Source: an optimization exercise on an open RTL-to-GDS flow (aim: small area and a short achievable clock period). Production flows keep margins and buffers that such runs may drop. At most, simulation tests tie the RTL to the original design; equivalence was not proved. No activity file was given, so power comes from the tool's default toggle rates.

==> inputs of run F <==
// mul32_pipe
module mul32_pipe(clk, rst, in_valid, a, b, out_valid, p);
  input clk, rst, in_valid;
  input [31:0] a, b;
  output out_valid;
  output [63:0] p;
  reg [2:0] vpipe;
  always @(posedge clk)
    if (rst) vpipe <= 3'd0;
    else vpipe <= {vpipe[1:0], in_valid};
  assign out_valid = vpipe[2];
  reg [305:0] rk1;
  reg [136:0] rk2;
  reg [63:0] rk3;
  wire n1 = b[1] & ~b[0];
  wire n2 = b[2] ^ b[1];
  wire n3 = (b[3] & ~b[2] & ~b[1]) | (~b[3] & b[2] & b[1]);
  wire n4 = b[4] ^ b[3];
  wire n5 = (b[5] & ~b[4] & ~b[3]) | (~b[5] & b[4] & b[3]);
  wire n6 = b[6] ^ b[5];
  wire n7 = (b[7] & ~b[6] & ~b[5]) | (~b[7] & b[6] & b[5]);
  wire n8 = b[8] ^ b[7];
  wire n9 = (b[9] & ~b[8] & ~b[7]) | (~b[9] & b[8] & b[7]);
  wire n10 = b[10] ^ b[9];
  wire n11 = (b[11] & ~b[10] & ~b[9]) | (~b[11] & b[10] & b[9]);
  wire n12 = b[12] ^ b[11];
  wire n13 = (b[13] & ~b[12] & ~b[11]) | (~b[13] & b[12] & b[11]);
  wire n14 = b[14] ^ b[13];
  wire n15 = (b[15] & ~b[14] & ~b[13]) | (~b[15] & b[14] & b[13]);
  wire n16 = b[16] ^ b[15];
  wire n17 = (b[17] & ~b[16] & ~b[15]) | (~b[17] & b[16] & b[15]);
  wire n18 = b[18] ^ b[17];
  wire n19 = (b[19] & ~b[18] & ~b[17]) | (~b[19] & b[18] & b[17]);
  wire n20 = b[20] ^ b[19];
  ...
export LEC_CHECK = 0
export ABC_AREA = 1
export CAP_MARGIN = 20
export CORE_MARGIN = 2
export CORE_UTILIZATION = 40
export SLEW_MARGIN = 20
export SYNTH_HIERARCHICAL = 1
create_clock -name core_clock -period 2.5 [get_ports {clk}]
standard.sh (not shown) runs the stock make flow with config.mk's settings and CLKGATE_MAP_FILE= SYNTH_SCRIPT=/design/flow/synth_recipe.tcl, a recipe that flattens the netlist after the stock synthesis.
==> flow/flow/run.sh <==
#!/bin/bash
# Own layout flow: the standard ORFS flow (standard.sh), unchanged except that the
# port buffers that global placement inserts on every input and output use a plain buffer
# (buf_4) instead of the delay cell buffer_ports picks by default.
set -euo pipefail
export BUFFER_PORTS_ARGS="-buffer_cell sky130_fd_sc_hd__buf_4"
bash standard.sh finish > standard_flow.log 2>&1
==> run C: changes against run F <==
GPL_TIMING_DRIVEN = 0   (was not set)
==> run R: changes against run F <==
SETUP_SLACK_MARGIN = 0.25   (was not set)
==> implementation parameters <==
Parameter                              Value

Run status
  Result of the run    finished clean

Global routing
  Met3 usage in global routing    4.33%
  Initial antenna violation count    4

Finish
  Non-clock buffer share of cell area    12.3%

Pwr
  Proportion of total power due to net switching    42.0%
  Total power divided by cell area    1350 nW/um^2
  Clock power frac    15.5%

Routing
  Max layer used    met5

Timing
  Maximum operating frequency    410 MHz

Setup path
  Worst Path Max Fanout    30
The numbers above come from run R.

==> implementation parameters <==
Parameter                              Value

Pwr
  Total power divided by cell area    1430 nW/um^2
  Proportion of total power due to net switching    42.3%

Run status
  Result of the run    finished clean

Timing
  Maximum operating frequency    405 MHz
  Slew Limit Fails    0

Global routing
  Met3 usage in global routing    7.26%
  GRT Util Overall    24.7%

Synthesis
  Largest area contributor in the synthesized netlist    dfxtp_1
  Leading cell types by total area after synthesis    dfxtp_1 30%, fa_1 29%, xor2_1 14%

Die
  Die extent in y    294 um

Setup path
  Worst Path Max Fanout    4

Routing
  Max layer used    met5
  Total Routed Length    106000 um

Finish
  Non-clock buffer share of cell area    10.8%
The numbers above come from run F.

==> implementation parameters <==
Parameter                              Value

Setup path
  Worst Path Max Fanout    5
  Type of element launching the critical path    flop

Finish
  Non-clock buffer share of cell area    7.47%

Pwr
  Clock power frac    14.8%
  Proportion of total power due to net switching    43.3%
  Total power divided by cell area    1490 nW/um^2

Global routing
  Met3 usage in global routing    7.33%
  Initial antenna violation count    3

Timing
  Maximum operating frequency    383 MHz
  Setup slack of the critical path after layout    -0.111 ns
  Setup violators final    35

Run status
  Result of the run    complete, but fails checks
  Layout check faults    setup timing
The numbers above come from run C.

Function was not checked in any run of this note: the RTL went through the layout flow alone.


==> 02-16 <==
Another version of the RTL of mul32_pipe (not shown whole).
// mul32_pipe
module mul32_pipe(clk, rst, in_valid, a, b, out_valid, p);
  input clk, rst, in_valid;
  input [31:0] a, b;
  output out_valid;
  output [63:0] p;
  reg [2:0] vpipe;
  always @(posedge clk)
    if (rst) vpipe <= 3'd0;
    else vpipe <= {vpipe[1:0], in_valid};
  assign out_valid = vpipe[2];
  reg [305:0] rk1;
  reg [136:0] rk2;
  reg [91:0] rk3;
  wire n1 = b[1] & ~b[0];
  wire n2 = b[2] ^ b[1];
  wire n3 = (b[3] & ~b[2] & ~b[1]) | (~b[3] & b[2] & b[1]);
  wire n4 = b[4] ^ b[3];
  wire n5 = (b[5] & ~b[4] & ~b[3]) | (~b[5] & b[4] & b[3]);
  wire n6 = b[6] ^ b[5];
  wire n7 = (b[7] & ~b[6] & ~b[5]) | (~b[7] & b[6] & b[5]);
  wire n8 = b[8] ^ b[7];
  wire n9 = (b[9] & ~b[8] & ~b[7]) | (~b[9] & b[8] & b[7]);
  wire n10 = b[10] ^ b[9];
  wire n11 = (b[11] & ~b[10] & ~b[9]) | (~b[11] & b[10] & b[9]);
  wire n12 = b[12] ^ b[11];
  wire n13 = (b[13] & ~b[12] & ~b[11]) | (~b[13] & b[12] & b[11]);
  wire n14 = b[14] ^ b[13];
  wire n15 = (b[15] & ~b[14] & ~b[13]) | (~b[15] & b[14] & b[13]);
  wire n16 = b[16] ^ b[15];
  wire n17 = (b[17] & ~b[16] & ~b[15]) | (~b[17] & b[16] & b[15]);
  wire n18 = b[18] ^ b[17];
  wire n19 = (b[19] & ~b[18] & ~b[17]) | (~b[19] & b[18] & b[17]);
  wire n20 = b[20] ^ b[19];
  wire n21 = (b[21] & ~b[20] & ~b[19]) | (~b[21] & b[20] & b[19]);
  wire n22 = b[22] ^ b[21];
  ...
Settings: LEC_CHECK=0, ABC_AREA=1, CAP_MARGIN=20, CORE_MARGIN=2, CORE_UTILIZATION=50, PLACE_DENSITY=0.75, SETUP_SLACK_MARGIN=0.2, SLEW_MARGIN=20, SYNTH_HIERARCHICAL=1; clock period 2.5 ns.
Scripts as last shown in full above: flow/flow/run.sh
==> inputs of 04-02, as changes to 02-16 <==
Settings changed: CORE_UTILIZATION 50 to 40, PLACE_DENSITY 0.75 to not set, SETUP_SLACK_MARGIN 0.2 to not set.
==> comparison <==
- In 04-02 the global-route usage is lower than in 02-16, by 6.0 points.
- Of 04-02 and 02-16, 02-16 has the higher clock skew (gap 7.3 ps).
- Against 02-16, the register-to-register slack of 04-02 is lower by 20 ps.
- Between 02-16 and 04-02, the lower combinational power is in 04-02 (gap about 9%, measured against 04-02).
Function was not checked in any run of this note: the RTL went through the layout flow alone.


==> 10-11 <==
mul32_pipe, a different RTL version from the one above (not shown whole).
export LEC_CHECK = 0
export ABC_AREA = 1
export ABC_CLOCK_PERIOD_IN_PS = 2000
export CAP_MARGIN = 20
export CORE_MARGIN = 2
export CORE_UTILIZATION = 50
export CTS_CLUSTER_DIAMETER = 120
export CTS_CLUSTER_SIZE = 20
export PLACE_DENSITY = 0.75
export SLEW_MARGIN = 20
export SYNTH_HIERARCHICAL = 1
create_clock -name core_clock -period 2.5 [get_ports {clk}]
Scripts as last shown in full above: flow/flow/run.sh
==> 01-23: changes against 10-11 <==
ABC_CLOCK_PERIOD_IN_PS = not set   (was 2000)
CTS_CLUSTER_SIZE = 26   (was 20)
==> qor summary <==
metric	01-23	10-11
Worst hold slack across all endpoints	62.8 ps	52.7 ps
Period utilization	0.952	0.942
Slew HR	0.601	0.580
Min cycle time layout	2380 ps	2360 ps
Post-route cell area	38300 um^2	38500 um^2
Reg-to-reg startpoint	rk2[111]$_DFF_P_	rk2[26]$_DFF_P_
Met2 WL post-DR	41900 um	42300 um
Core Util, Final	0.562	0.564
Wire per inst	22.3 um	22.4 um
Clock Network Area Fraction	0.0178	0.0211
Met2 usage	0.423	0.426
Number of nets in the layout	3970	3976
Fill cell instance count of the final layout	5757	5722
Worst slew pin tran	599 ps	630 ps
Max frequency	420 MHz	425 MHz
Run status	no timing/DRC/antenna violations	no timing/DRC/antenna violations
Growth of design area from synthesis to finish	11.8%	12.2%
First-iteration detailed-routing DRC count	2306	2385
Finished Layout Cells	4162	4168
Proportion of layout cells with a drive suffix above 1	0.133	0.135
Number of CTS-inserted buffers	25	31


==> 12-15: inputs <==
mul32_pipe, a different RTL version from the one above (not shown whole).
clock: 2.5 ns
lec_check: 0
abc_area: 1
cap_margin: 20
core_margin: 2
core_utilization: 40
slew_margin: 20
synth_hierarchical: 1
Scripts as last shown in full above: flow/flow/run.sh
==> inputs of 07-10, as changes to 12-15 <==
--- a/flow/design.v
+++ b/flow/design.v
@@ -2200,11 +2200,12 @@
   wire [36:0] s1661;
   wire [35:0] s1661x = {fc1641, fc1640, fc1639, fc1638, fc1637, fc1636, fc1635, hc1634, hc1633, hc1632, hc1631, hc1630, hc1629, hc1628, hc1627, hc1626, hc1625, hc1624, hc1623, hc1622, hc1621, hc1620, hc1619, hc1618, hc1617, hc1616, hc1615, fc1614, fs1614, rk2[7], rk2[6], rk2[5], rk2[4], rk2[3], rk2[2], rk2[0]};
   wire [35:0] s1661y = {fs1642, fs1641, fs1640, fs1639, fs1638, fs1637, fs1636, fs1635, hs1634, hs1633, hs1632, hs1631, hs1630, hs1629, hs1628, hs1627, hs1626, hs1625, hs1624, hs1623, hs1622, hs1621, hs1620, hs1619, hs1618, hs1617, hs1616, hs1615, 1'b0, 1'b0, 1'b0, 1'b0, 1'b0, 1'b0, 1'b0, rk2[1]};
   wire [35:0] s1661_g0 = s1661x & s1661y;
   wire [35:0] s1661_p0 = s1661x ^ s1661y;
-  wire s1661_G1 = s1661_g0[1] | (s1661_p0[1] & s1661_g0[0]);
+  wire s1661_G1;
+  mul_ao21 s1661_uG1(s1661_g0[1], s1661_p0[1], s1661_g0[0], s1661_G1);
   wire s1661_P1 = s1661_p0[1] & s1661_p0[0];
   wire s1661_G2 = s1661_g0[3] | (s1661_p0[3] & s1661_g0[2]);
   wire s1661_P2 = s1661_p0[3] & s1661_p0[2];
   wire s1661_G3 = s1661_g0[5] | (s1661_p0[5] & s1661_g0[4]);
   wire s1661_P3 = s1661_p0[5] & s1661_p0[4];
@@ -2236,11 +2237,12 @@
   wire s1661_P16 = s1661_p0[31] & s1661_p0[30];
   wire s1661_G17 = s1661_g0[33] | (s1661_p0[33] & s1661_g0[32]);
   wire s1661_P17 = s1661_p0[33] & s1661_p0[32];
   wire s1661_G18 = s1661_g0[35] | (s1661_p0[35] & s1661_g0[34]);
   wire s1661_P18 = s1661_p0[35] & s1661_p0[34];
-  wire s1661_G19 = s1661_g0[2] | (s1661_p0[2] & s1661_G1);
+  wire s1661_G19;
+  mul_ao21 s1661_uG19(s1661_g0[2], s1661_p0[2], s1661_G1, s1661_G19);
   wire s1661_P19 = s1661_p0[2] & s1661_P1;
   wire s1661_G20 = s1661_G2 | (s1661_P2 & s1661_G1);
   wire s1661_P20 = s1661_P2 & s1661_P1;
   wire s1661_G21 = s1661_g0[6] | (s1661_p0[6] & s1661_G3);
   wire s1661_P21 = s1661_p0[6] & s1661_P3;
@@ -2272,11 +2274,12 @@
   wire s1661_P34 = s1661_P16 & s1661_P15;
   wire s1661_G35 = s1661_g0[34] | (s1661_p0[34] & s1661_G17);
   wire s1661_P35 = s1661_p0[34] & s1661_P17;
   wire s1661_G36 = s1661_G18 | (s1661_P18 & s1661_G17);
   wire s1661_P36 = s1661_P18 & s1661_P17;
-  wire s1661_G37 = s1661_g0[4] | (s1661_p0[4] & s1661_G20);
+  wire s1661_G37;
+  mul_ao21 s1661_uG37(s1661_g0[4], s1661_p0[4], s1661_G20, s1661_G37);
   wire s1661_P37 = s1661_p0[4] & s1661_P20;
   wire s1661_G38 = s1661_G3 | (s1661_P3 & s1661_G20);
   wire s1661_P38 = s1661_P3 & s1661_P20;
   wire s1661_G39 = s1661_G21 | (s1661_P21 & s1661_G20);
   wire s1661_P39 = s1661_P21 & s1661_P20;
@@ -2304,11 +2307,12 @@
   wire s1661_P50 = s1661_P15 & s1661_P32;
   wire s1661_G51 = s1661_G33 | (s1661_P33 & s1661_G32);
   wire s1661_P51 = s1661_P33 & s1661_P32;
   wire s1661_G52 = s1661_G34 | (s1661_P34 & s1661_G32);
   wire s1661_P52 = s1661_P34 & s1661_P32;
-  wire s1661_G53 = s1661_g0[8] | (s1661_p0[8] & s1661_G40);
+  wire s1661_G53;
+  mul_ao21 s1661_uG53(s1661_g0[8], s1661_p0[8], s1661_G40, s1661_G53);
   wire s1661_P53 = s1661_p0[8] & s1661_P40;
   wire s1661_G54 = s1661_G5 | (s1661_P5 & s1661_G40);
   wire s1661_P54 = s1661_P5 & s1661_P40;
   wire s1661_G55 = s1661_G23 | (s1661_P23 & s1661_G40);
   wire s1661_P55 = s1661_P23 & s1661_P40;
@@ -2336,11 +2340,12 @@
   wire s1661_P66 = s1661_P50 & s1661_P48;
   wire s1661_G67 = s1661_G51 | (s1661_P51 & s1661_G48);
   wire s1661_P67 = s1661_P51 & s1661_P48;
   wire s1661_G68 = s1661_G52 | (s1661_P52 & s1661_G48);
   wire s1661_P68 = s1661_P52 & s1661_P48;
-  wire s1661_G69 = s1661_g0[16] | (s1661_p0[16] & s1661_G60);
+  wire s1661_G69;
+  mul_ao21 s1661_uG69(s1661_g0[16], s1661_p0[16], s1661_G60, s1661_G69);
   wire s1661_P69 = s1661_p0[16] & s1661_P60;
   wire s1661_G70 = s1661_G9 | (s1661_P9 & s1661_G60);
   wire s1661_P70 = s1661_P9 & s1661_P60;
   wire s1661_G71 = s1661_G27 | (s1661_P27 & s1661_G60);
   wire s1661_P71 = s1661_P27 & s1661_P60;
@@ -2368,11 +2373,12 @@
   wire s1661_P82 = s1661_P66 & s1661_P60;
   wire s1661_G83 = s1661_G67 | (s1661_P67 & s1661_G60);
   wire s1661_P83 = s1661_P67 & s1661_P60;
   wire s1661_G84 = s1661_G68 | (s1661_P68 & s1661_G60);
   wire s1661_P84 = s1661_P68 & s1661_P60;
-  wire s1661_G85 = s1661_g0[32] | (s1661_p0[32] & s1661_G84);
+  wire s1661_G85;
+  mul_ao21 s1661_uG85(s1661_g0[32], s1661_p0[32], s1661_G84, s1661_G85);
   wire s1661_P85 = s1661_p0[32] & s1661_P84;
   wire s1661_G86 = s1661_G17 | (s1661_P17 & s1661_G84);
   wire s1661_P86 = s1661_P17 & s1661_P84;
   wire s1661_G87 = s1661_G35 | (s1661_P35 & s1661_G84);
   wire s1661_P87 = s1661_P35 & s1661_P84;
@@ -2418,11 +2424,12 @@
   wire [28:0] s1662;
   wire [27:0] s1662x = {rk2[135], rk2[134], rk2[132], rk2[131], rk2[129], rk2[128], fc1660, fs1660, fc1659, fs1659, fc1658, fs1658, hc1657, fc1656, hc1655, fc1654, hc1653, fc1652, hc1651, fc1650, hc1649, fc1648, fc1647, fc1646, fc1645, fc1644, fc1643, fc1642};
   wire [27:0] s1662y = {rk2[136], 1'b0, rk2[133], 1'b0, rk2[130], 1'b0, rk2[127], 1'b0, rk2[123], 1'b0, rk2[119], 1'b0, rk2[115], hs1657, fs1656, hs1655, fs1654, hs1653, fs1652, hs1651, fs1650, hs1649, fs1648, fs1647, fs1646, fs1645, fs1644, fs1643};
   wire [27:0] s1662_g0 = s1662x & s1662y;
   wire [27:0] s1662_p0 = s1662x ^ s1662y;
-  wire s1662_G1 = s1662_g0[1] | (s1662_p0[1] & s1662_g0[0]);
+  wire s1662_G1;
+  mul_ao21 s1662_uG1(s1662_g0[1], s1662_p0[1], s1662_g0[0], s1662_G1);
   wire s1662_P1 = s1662_p0[1] & s1662_p0[0];
   wire s1662_G2 = s1662_g0[3] | (s1662_p0[3] & s1662_g0[2]);
   wire s1662_P2 = s1662_p0[3] & s1662_p0[2];
   wire s1662_G3 = s1662_g0[5] | (s1662_p0[5] & s1662_g0[4]);
   wire s1662_P3 = s1662_p0[5] & s1662_p0[4];
@@ -2446,11 +2453,12 @@
   wire s1662_P12 = s1662_p0[23] & s1662_p0[22];
   wire s1662_G13 = s1662_g0[25] | (s1662_p0[25] & s1662_g0[24]);
   wire s1662_P13 = s1662_p0[25] & s1662_p0[24];
   wire s1662_G14 = s1662_g0[27] | (s1662_p0[27] & s1662_g0[26]);
   wire s1662_P14 = s1662_p0[27] & s1662_p0[26];
-  wire s1662_G15 = s1662_g0[2] | (s1662_p0[2] & s1662_G1);
+  wire s1662_G15;
+  mul_ao21 s1662_uG15(s1662_g0[2], s1662_p0[2], s1662_G1, s1662_G15);
   wire s1662_P15 = s1662_p0[2] & s1662_P1;
   wire s1662_G16 = s1662_G2 | (s1662_P2 & s1662_G1);
   wire s1662_P16 = s1662_P2 & s1662_P1;
   wire s1662_G17 = s1662_g0[6] | (s1662_p0[6] & s1662_G3);
   wire s1662_P17 = s1662_p0[6] & s1662_P3;
@@ -2474,11 +2482,12 @@
   wire s1662_P26 = s1662_P12 & s1662_P11;
   wire s1662_G27 = s1662_g0[26] | (s1662_p0[26] & s1662_G13);
   wire s1662_P27 = s1662_p0[26] & s1662_P13;
   wire s1662_G28 = s1662_G14 | (s1662_P14 & s1662_G13);
   wire s1662_P28 = s1662_P14 & s1662_P13;
-  wire s1662_G29 = s1662_g0[4] | (s1662_p0[4] & s1662_G16);
+  wire s1662_G29;
+  mul_ao21 s1662_uG29(s1662_g0[4], s1662_p0[4], s1662_G16, s1662_G29);
   wire s1662_P29 = s1662_p0[4] & s1662_P16;
   wire s1662_G30 = s1662_G3 | (s1662_P3 & s1662_G16);
   wire s1662_P30 = s1662_P3 & s1662_P16;
   wire s1662_G31 = s1662_G17 | (s1662_P17 & s1662_G16);
   wire s1662_P31 = s1662_P17 & s1662_P16;
@@ -2498,11 +2507,12 @@
   wire s1662_P38 = s1662_P11 & s1662_P24;
   wire s1662_G39 = s1662_G25 | (s1662_P25 & s1662_G24);
   wire s1662_P39 = s1662_P25 & s1662_P24;
   wire s1662_G40 = s1662_G26 | (s1662_P26 & s1662_G24);
   wire s1662_P40 = s1662_P26 & s1662_P24;
-  wire s1662_G41 = s1662_g0[8] | (s1662_p0[8] & s1662_G32);
+  wire s1662_G41;
+  mul_ao21 s1662_uG41(s1662_g0[8], s1662_p0[8], s1662_G32, s1662_G41);
   wire s1662_P41 = s1662_p0[8] & s1662_P32;
   wire s1662_G42 = s1662_G5 | (s1662_P5 & s1662_G32);
   wire s1662_P42 = s1662_P5 & s1662_P32;
   wire s1662_G43 = s1662_G19 | (s1662_P19 & s1662_G32);
   wire s1662_P43 = s1662_P19 & s1662_P32;
@@ -2522,11 +2532,12 @@
   wire s1662_P50 = s1662_P13 & s1662_P40;
   wire s1662_G51 = s1662_G27 | (s1662_P27 & s1662_G40);
   wire s1662_P51 = s1662_P27 & s1662_P40;
   wire s1662_G52 = s1662_G28 | (s1662_P28 & s1662_G40);
   wire s1662_P52 = s1662_P28 & s1662_P40;
-  wire s1662_G53 = s1662_g0[16] | (s1662_p0[16] & s1662_G48);
+  wire s1662_G53;
+  mul_ao21 s1662_uG53(s1662_g0[16], s1662_p0[16], s1662_G48, s1662_G53);
   wire s1662_P53 = s1662_p0[16] & s1662_P48;
   wire s1662_G54 = s1662_G9 | (s1662_P9 & s1662_G48);
   wire s1662_P54 = s1662_P9 & s1662_P48;
   wire s1662_G55 = s1662_G23 | (s1662_P23 & s1662_G48);
   wire s1662_P55 = s1662_P23 & s1662_P48;
- CORE_UTILIZATION: 40 -> 50
- CTS_CLUSTER_DIAMETER: default -> 120
- CTS_CLUSTER_SIZE: default -> 20
- PLACE_DENSITY: default -> 0.75
==> inputs of 11-07, as changes to 12-15 <==
- SETUP_SLACK_MARGIN: default -> 0.3
==> impl_metrics.csv <==
group,metric,value,unit
outcome,status,"no timing/DRC/antenna violations",
grt,grt_pass1_wl,145000,um
layout,layout_common_cells,"dfxtp_1, xnor2_1, o22ai_1",
critical_path,reg2reg_depth,11,
critical_path,cp.arrival,2.95,ns
clock_network,path_clk_slew,0.08,ns
logic_synthesis,ys_types,39,
logic_synthesis,yosysTopAreaCellShare,31.2,%
critical_path,cp_common_cell,"nand2_2",
timing,worstMarginPinSlew,0.613,ns
critical_path,crit_buf_inv,0,
place,dp_cells,4162,
[end of results for 07-10]
==> impl_metrics.csv <==
group,metric,value,unit
outcome,status,"no timing/DRC/antenna violations",
place,dp_cells,4408,
critical_path,crit_buf_inv,1,
logic_synthesis,ys_types,38,
logic_synthesis,yosysTopAreaCellShare,31.1,%
timing,worstMarginPinSlew,0.690,ns
critical_path,cp_common_cell,"nand2_1",
critical_path,cp.arrival,2.99,ns
[end of results for 12-15]
==> impl_metrics.csv <==
group,metric,value,unit
layout,layout_common_cells,"dfxtp_1, fa_1, o22ai_1",
critical_path,reg2reg_depth,10,
clock_network,path_clk_slew,0.06,ns
critical_path,crit_start,"rk2[76]",
timing,worstMarginPinSlew,0.555,ns
critical_path,cp.arrival,2.98,ns
place,dp_cells,4469,
worst_hold_path,hold_end,"vpipe[0]",
outcome,status,"no timing/DRC/antenna violations",
logic_synthesis,synth_top_family_by_area,"adder cells",
logic_synthesis,ys_types,38,
[end of results for 11-07]
No functional check of the RTL was part of any run of this note.

-- what the ideal ports hide --
The flow's constraints put no driver on any port. The routed layouts listed below were extracted and timed again, unchanged, in two steps. Step 1, drivers: a clkbuf_16 drives clk and a buf_2 each remaining input, both assumed. Step 2, shift: input delay + t, output delay - t, t = (earliest + latest rising clock arrival at the registers) / 2. This alone moves slack from input paths to output paths. Three values: ideal, step 1, step 2; two values: the first two.
run | t, ns | slack for setup (ns) | clock arrival spread, ns | worst register clock-pin slew, ns | cell pins on the clock port's net
run F | 0.687 | 0.031 / 0.031 / -0.390 | 0.033 / 0.032 | 0.07 / 0.07 | 1
run C | 0.678 | -0.111 / -0.111 / -0.723 | 0.023 / 0.023 | 0.06 / 0.06 | 1
run R | 0.698 | 0.062 / 0.062 / -0.351 | 0.030 / 0.030 | 0.08 / 0.08 | 1
02-16 | 0.685 | 0.164 / 0.164 / -0.419 | 0.030 / 0.029 | 0.07 / 0.07 | 1
04-02 | 0.690 | 0.143 / 0.143 / -0.407 | 0.036 / 0.036 | 0.06 / 0.06 | 1
10-11 | 0.677 | 0.144 / 0.127 / -0.491 | 0.030 / 0.030 | 0.10 / 0.10 | 1
01-23 | 0.671 | 0.121 / 0.146 / -0.506 | 0.038 / 0.038 | 0.12 / 0.12 | 1
12-15 | 0.703 | 0.056 / 0.056 / -0.429 | 0.032 / 0.032 | 0.08 / 0.08 | 1
07-10 | 0.683 | 0.066 / 0.066 / -0.330 | 0.022 / 0.021 | 0.10 / 0.10 | 1
11-07 | 0.686 | 0.035 / 0.035 / -0.344 | 0.033 / 0.033 | 0.08 / 0.08 | 1
With both steps, setup timing fails in 9 of these runs, where it was met with ideal ports. The setup slack of 10-11, which loses most, moves by -0.017 ns with the drivers and by -0.635 ns with both steps.
